Context: an optimization exercise on an open-source flow, tuned for small area and a short achievable clock period. The choices shown serve that exercise and are no tape-out recipe. No activity file was given, so power comes from the tool's default toggle rates.

==> flow/design.v (excerpt) <==
module m6502_org (clk,
   addr,
   dataenb,
   datai,
   datao,
   irq_n,
   nmi_n,
   sob_n,
   res_n,
   rdy,
   vpa,
   sync,
   we_n
   );
Size in the first run: about 170 flip-flops, ~42 I/O pins, about 0.014 mm^2 of cells after synthesis.
==> module m6502alu, before the edit <==
module m6502alu (clk,
   datai,
   datao,
   alu_ctl,
   alu_ctl_nx,
   alu_ld,
   alu2op,
   alu_out,
   alu_bin);
input   clk;
input   [7:0] datai;
input   [7:0] datao;
input   [11:0] alu_ctl;
input   [11:0] alu_ctl_nx;    
input   [2:0] alu_ld;
output  [5:0] alu2op;
output  [7:0] alu_out;
output  [7:0] alu_bin;       
reg     [7:0] jreg;
reg     [7:0] kreg;
reg     [7:0] bx;      
reg     [7:0] log_b;   
function [7:0] addb;
   input [11:0] ctl;
   input [7:0]  k;
   reg   [7:0]  b;
   begin
      b = ctl[7:6] == 2'b00 ? 8'h00 :
          ctl[7:6] == 2'b01 ? {{7{k[7]}}, 1'b1} : k;
      addb = b ^ {8{ctl[0]}};
   end
endfunction
function [7:0] logb;
   input [11:0] ctl;
   input [7:0]  k;
   reg   [7:0]  b;
   begin
      b = ctl[7:6] == 2'b00 ? 8'h00 :
          ctl[7:6] == 2'b01 ? 8'b1 << ctl[10:8] : k;
      logb = ctl[11] ? ~b : b;
   end
endfunction
wire [7:0] kreg_nx = alu_ld[2] ? datai : kreg;
always @(posedge clk) begin
   if (alu_ld[0] | alu_ld[1])
      jreg <= alu_ld[0] ? datai : datao;
   kreg <= kreg_nx;
   bx   <= addb(alu_ctl_nx, kreg_nx);
   log_b <= logb(alu_ctl_nx, kreg_nx);
end
wire       sub    = alu_ctl[0];
wire       cin    = alu_ctl[4];
wire       bcd_en = alu_ctl[3];
wire [1:0] bsel   = alu_ctl[7:6];
wire       addbcd = bcd_en & ~sub;
wire       subbcd = bcd_en & sub;
wire [7:0] p = jreg ^ bx;
wire [7:0] g = jreg & bx;
wire c1 = g[0] | p[0] & cin;
wire c2 = g[1] | p[1] & g[0] | p[1] & p[0] & cin;
wire c3 = g[2] | p[2] & g[1] | p[2] & p[1] & g[0] | p[2] & p[1] & p[0] & cin;
wire c4 = g[3] | p[3] & g[2] | p[3] & p[2] & g[1] | p[3] & p[2] & p[1] & g[0] |
          p[3] & p[2] & p[1] & p[0] & cin;           
wire [3:0] sl = p[3:0] ^ {c3, c2, c1, cin};
wire       sl_ge10 = sl[3] & (sl[2] | sl[1]);
wire lo_a6 = addbcd & (c4 | sl_ge10);
wire lo_aa = subbcd & ~c4;
wire [3:0] lo6 = {sl[3] ^ (sl[2] | sl[1]), ~(sl[2] ^ sl[1]), ~sl[1], sl[0]};
wire [3:0] loa = {~(sl[3] ^ (sl[2] & sl[1])), sl[2] ^ sl[1], ~sl[1], sl[0]};
wire [3:0] out_lo = lo_aa ? loa : lo_a6 ? lo6 : sl;
wire       cin4l = addbcd & sl_ge10;
wire h5g = g[4];
wire h5p = p[4];
wire h6g = g[5] | p[5] & g[4];
wire h6p = p[5] & p[4];
wire h7g = g[6] | p[6] & g[5] | p[6] & p[5] & g[4];
wire h7p = p[6] & p[5] & p[4];
wire h8g = g[7] | p[7] & g[6] | p[7] & p[6] & g[5] | p[7] & p[6] & p[5] & g[4];
wire h8p = p[7] & p[6] & p[5] & p[4];
wire [4:0] hs0 = {h8g,       p[7:4] ^ {h7g, h6g, h5g, 1'b0}};
wire [4:0] hs1 = {h8g | h8p, p[7:4] ^ {h7g | h7p, h6g | h6p, h5g | h5p, 1'b1}};
function [4:0] hi_bcd;    
   input [4:0] hs;
   input       m;
   input       aen;
   input       sen;
   reg         hadj, hadj_sub;
   reg   [3:0] hb;
   reg   [4:0] hf;
   begin
      hadj     = aen & (hs[4] | hs[3] & (hs[2] | hs[1] | m & hs[0]));
      hadj_sub = sen & ~hs[4];
      hb       = hadj_sub ? 4'b1010 : hadj ? 4'b0110 : 4'b0000;
      hf       = {1'b0, hs[3:0]} + {1'b0, hb} + {4'b0, m};
      hi_bcd   = {hs[4] | hf[4] & ~hadj_sub, hf[3:0]};
   end
endfunction
wire [4:0] h00 = hi_bcd(hs0, 1'b0, addbcd, subbcd);
wire [4:0] h01 = hi_bcd(hs0, 1'b1, addbcd, subbcd);
wire [4:0] h10 = hi_bcd(hs1, 1'b0, addbcd, subbcd);
wire [4:0] h11 = hi_bcd(hs1, 1'b1, addbcd, subbcd);
wire [4:0] hsel = c4 ? (cin4l ? h11 : h10) : (cin4l ? h01 : h00);
wire [3:0] out_hi   = hsel[3:0];
wire       bcd_cout = hsel[4];
wire       add_cout = c4 ? hs1[4] : hs0[4];
wire       add_out7 = c4 ? hs1[3] : hs0[3];
wire [2:0] log_ctl = alu_ctl[2:0];
wire [7:0] log_out = log_ctl == 3'b010 ? {jreg[6:0], cin} :
                     log_ctl == 3'b011 ? {cin, jreg[7:1]} :
                     log_ctl == 3'b100 ? jreg & log_b :
                     log_ctl == 3'b101 ? jreg | log_b :
                     log_ctl == 3'b110 ? jreg ^ log_b :
                     ~jreg & log_b;
wire log_cout = log_ctl == 3'b010 ? jreg[7] : jreg[0];
wire arith = alu_ctl[2:1] == 2'b00;
wire [7:0] alu_outl = alu_ctl[5] ? 8'h00 :
                      arith ? {out_hi, out_lo} : log_out;
assign alu_out = alu_outl;
wire [3:0] hbin_s = c4 ? hs1[3:0] : hs0[3:0];
assign alu_bin = alu_ctl[5] ? 8'h00 :
                 arith ? {hbin_s, sl} : log_out;
wire alu_cout  = arith ? bcd_cout : log_cout;
wire z_flag    = alu_outl == 8'h00;
wire n_flag    = alu_outl[7];
wire v_flag    = (~sub ^ jreg[7] ^ kreg[7]) & (add_out7 ^ jreg[7]);
wire bra_carry = add_cout ^ kreg[7] ^ (&jreg);
assign alu2op = {n_flag, v_flag, add_cout, bra_carry, z_flag, alu_cout};
endmodule  
==> flow/config.mk <==
export PLATFORM = sky130hd
export DESIGN_NAME = m6502_org
export DESIGN_NICKNAME = m6502_org
export VERILOG_FILES = /design/flow/design.v
export SDC_FILE = /design/flow/constraint.sdc
export NUM_CORES = 4
export LEC_CHECK = 0
export ABC_AREA = 1
export CAP_MARGIN = 20
export CORE_MARGIN = 2
export CORE_UTILIZATION = 40
export PLACE_DENSITY = 0.6
export SETUP_SLACK_MARGIN = 5
export SLEW_MARGIN = 20
==> flow/constraint.sdc <==
create_clock -name core_clock -period 10.0 [get_ports {clk}]
set_input_delay 2.0000 -clock core_clock [delete_from_list [all_inputs] [get_ports {clk}]]
set_output_delay 2.0000 -clock core_clock [all_outputs]
set_load 0.01 [all_outputs]
standard.sh (not shown) runs the stock make flow with config.mk's settings and CLKGATE_MAP_FILE= SYNTH_SCRIPT=/design/flow/synth_recipe.tcl, a recipe that flattens the netlist after the stock synthesis.
==> flow/flow/run.sh <==
#!/bin/bash
set -e
cp standard.sh standard_copy.sh.txt
export BUFFER_PORTS_ARGS="-buffer_cell sky130_fd_sc_hd__buf_4"
bash standard.sh > standard.log 2>&1
Rerun with:
--- a/flow/design.v
+++ b/flow/design.v
@@ -436,40 +436,28 @@
 output  [5:0] alu2op;
 output  [7:0] alu_out;
 output  [7:0] alu_bin;       
 reg     [7:0] jreg;
 reg     [7:0] kreg;
 reg     [7:0] bx;      
-reg     [7:0] log_b;   
 function [7:0] addb;
    input [11:0] ctl;
    input [7:0]  k;
    reg   [7:0]  b;
    begin
       b = ctl[7:6] == 2'b00 ? 8'h00 :
           ctl[7:6] == 2'b01 ? {{7{k[7]}}, 1'b1} : k;
       addb = b ^ {8{ctl[0]}};
    end
 endfunction
-function [7:0] logb;
-   input [11:0] ctl;
-   input [7:0]  k;
-   reg   [7:0]  b;
-   begin
-      b = ctl[7:6] == 2'b00 ? 8'h00 :
-          ctl[7:6] == 2'b01 ? 8'b1 << ctl[10:8] : k;
-      logb = ctl[11] ? ~b : b;
-   end
-endfunction
 wire [7:0] kreg_nx = alu_ld[2] ? datai : kreg;
 always @(posedge clk) begin
    if (alu_ld[0] | alu_ld[1])
       jreg <= alu_ld[0] ? datai : datao;
    kreg <= kreg_nx;
    bx   <= addb(alu_ctl_nx, kreg_nx);
-   log_b <= logb(alu_ctl_nx, kreg_nx);
 end
 wire       sub    = alu_ctl[0];
 wire       cin    = alu_ctl[4];
 wire       bcd_en = alu_ctl[3];
 wire [1:0] bsel   = alu_ctl[7:6];
 wire       addbcd = bcd_en & ~sub;
@@ -521,12 +509,16 @@
 wire [4:0] h11 = hi_bcd(hs1, 1'b1, addbcd, subbcd);
 wire [4:0] hsel = c4 ? (cin4l ? h11 : h10) : (cin4l ? h01 : h00);
 wire [3:0] out_hi   = hsel[3:0];
 wire       bcd_cout = hsel[4];
 wire       add_cout = c4 ? hs1[4] : hs0[4];
 wire       add_out7 = c4 ? hs1[3] : hs0[3];
+wire [7:0] dcd = 8'b1 << alu_ctl[10:8];
+wire [7:0] log_b_preinv = bsel == 2'b00 ? 8'h00 :
+                          bsel == 2'b01 ? dcd : kreg;
+wire [7:0] log_b = alu_ctl[11] ? ~log_b_preinv : log_b_preinv;
 wire [2:0] log_ctl = alu_ctl[2:0];
 wire [7:0] log_out = log_ctl == 3'b010 ? {jreg[6:0], cin} :
                      log_ctl == 3'b011 ? {cin, jreg[7:1]} :
                      log_ctl == 3'b100 ? jreg & log_b :
                      log_ctl == 3'b101 ? jreg | log_b :
                      log_ctl == 3'b110 ? jreg ^ log_b :
Outcome: Setup slack degrades by 0.12 ns. Cell count came out lower by 0.52%. First-iteration DRC count decreases by 4.0%. Core utilization is higher by 1.5 points. Global-route usage drops by 0.80 points. Critical path depth is higher by 7. Clock power came out higher by 3.8%. Routed wire length is lower by 3.6%. Die area goes down by 1.3%. Non-clock buffer count grows by 23. Final area rose by 1.0%. Power climbs by 2.7%. Count of clock-buffer cells in the layout goes down by 1. Via count drops by 0.32%.
No functional check of the RTL was part of any run of this note.

re-timing with driven ports:
The flow's constraints put no driver on any port. The routed layouts listed below were extracted and timed again, unchanged, in two steps.
Step 1 (the two cells are an assumption about what drives the block):
set clk [get_ports {clk}]
set_driving_cell -lib_cell sky130_fd_sc_hd__clkbuf_16 $clk
set_driving_cell -lib_cell sky130_fd_sc_hd__buf_2 [delete_from_list [all_inputs] $clk]
Step 2 adds t to the input delays and takes it off the output delays; t is the mean of the earliest and latest rising clock arrival at the registers after step 1. Input paths then give back, and output paths get back, about the clock's delay inside the block.
Slacks: ideal ports / drivers / drivers and shift; pairs: ideal ports / drivers.
run	t, ns	setup slack, ns	clock arrival spread, ns	slew at the worst register clock pin (ns)
the first run	0.508	5.048 / 4.994 / 5.091	0.019 / 0.018	0.09 / 0.09
the second run	0.506	4.930 / 4.877 / 5.079	0.020 / 0.021	0.08 / 0.08
After both steps setup and hold are still met in every run listed.
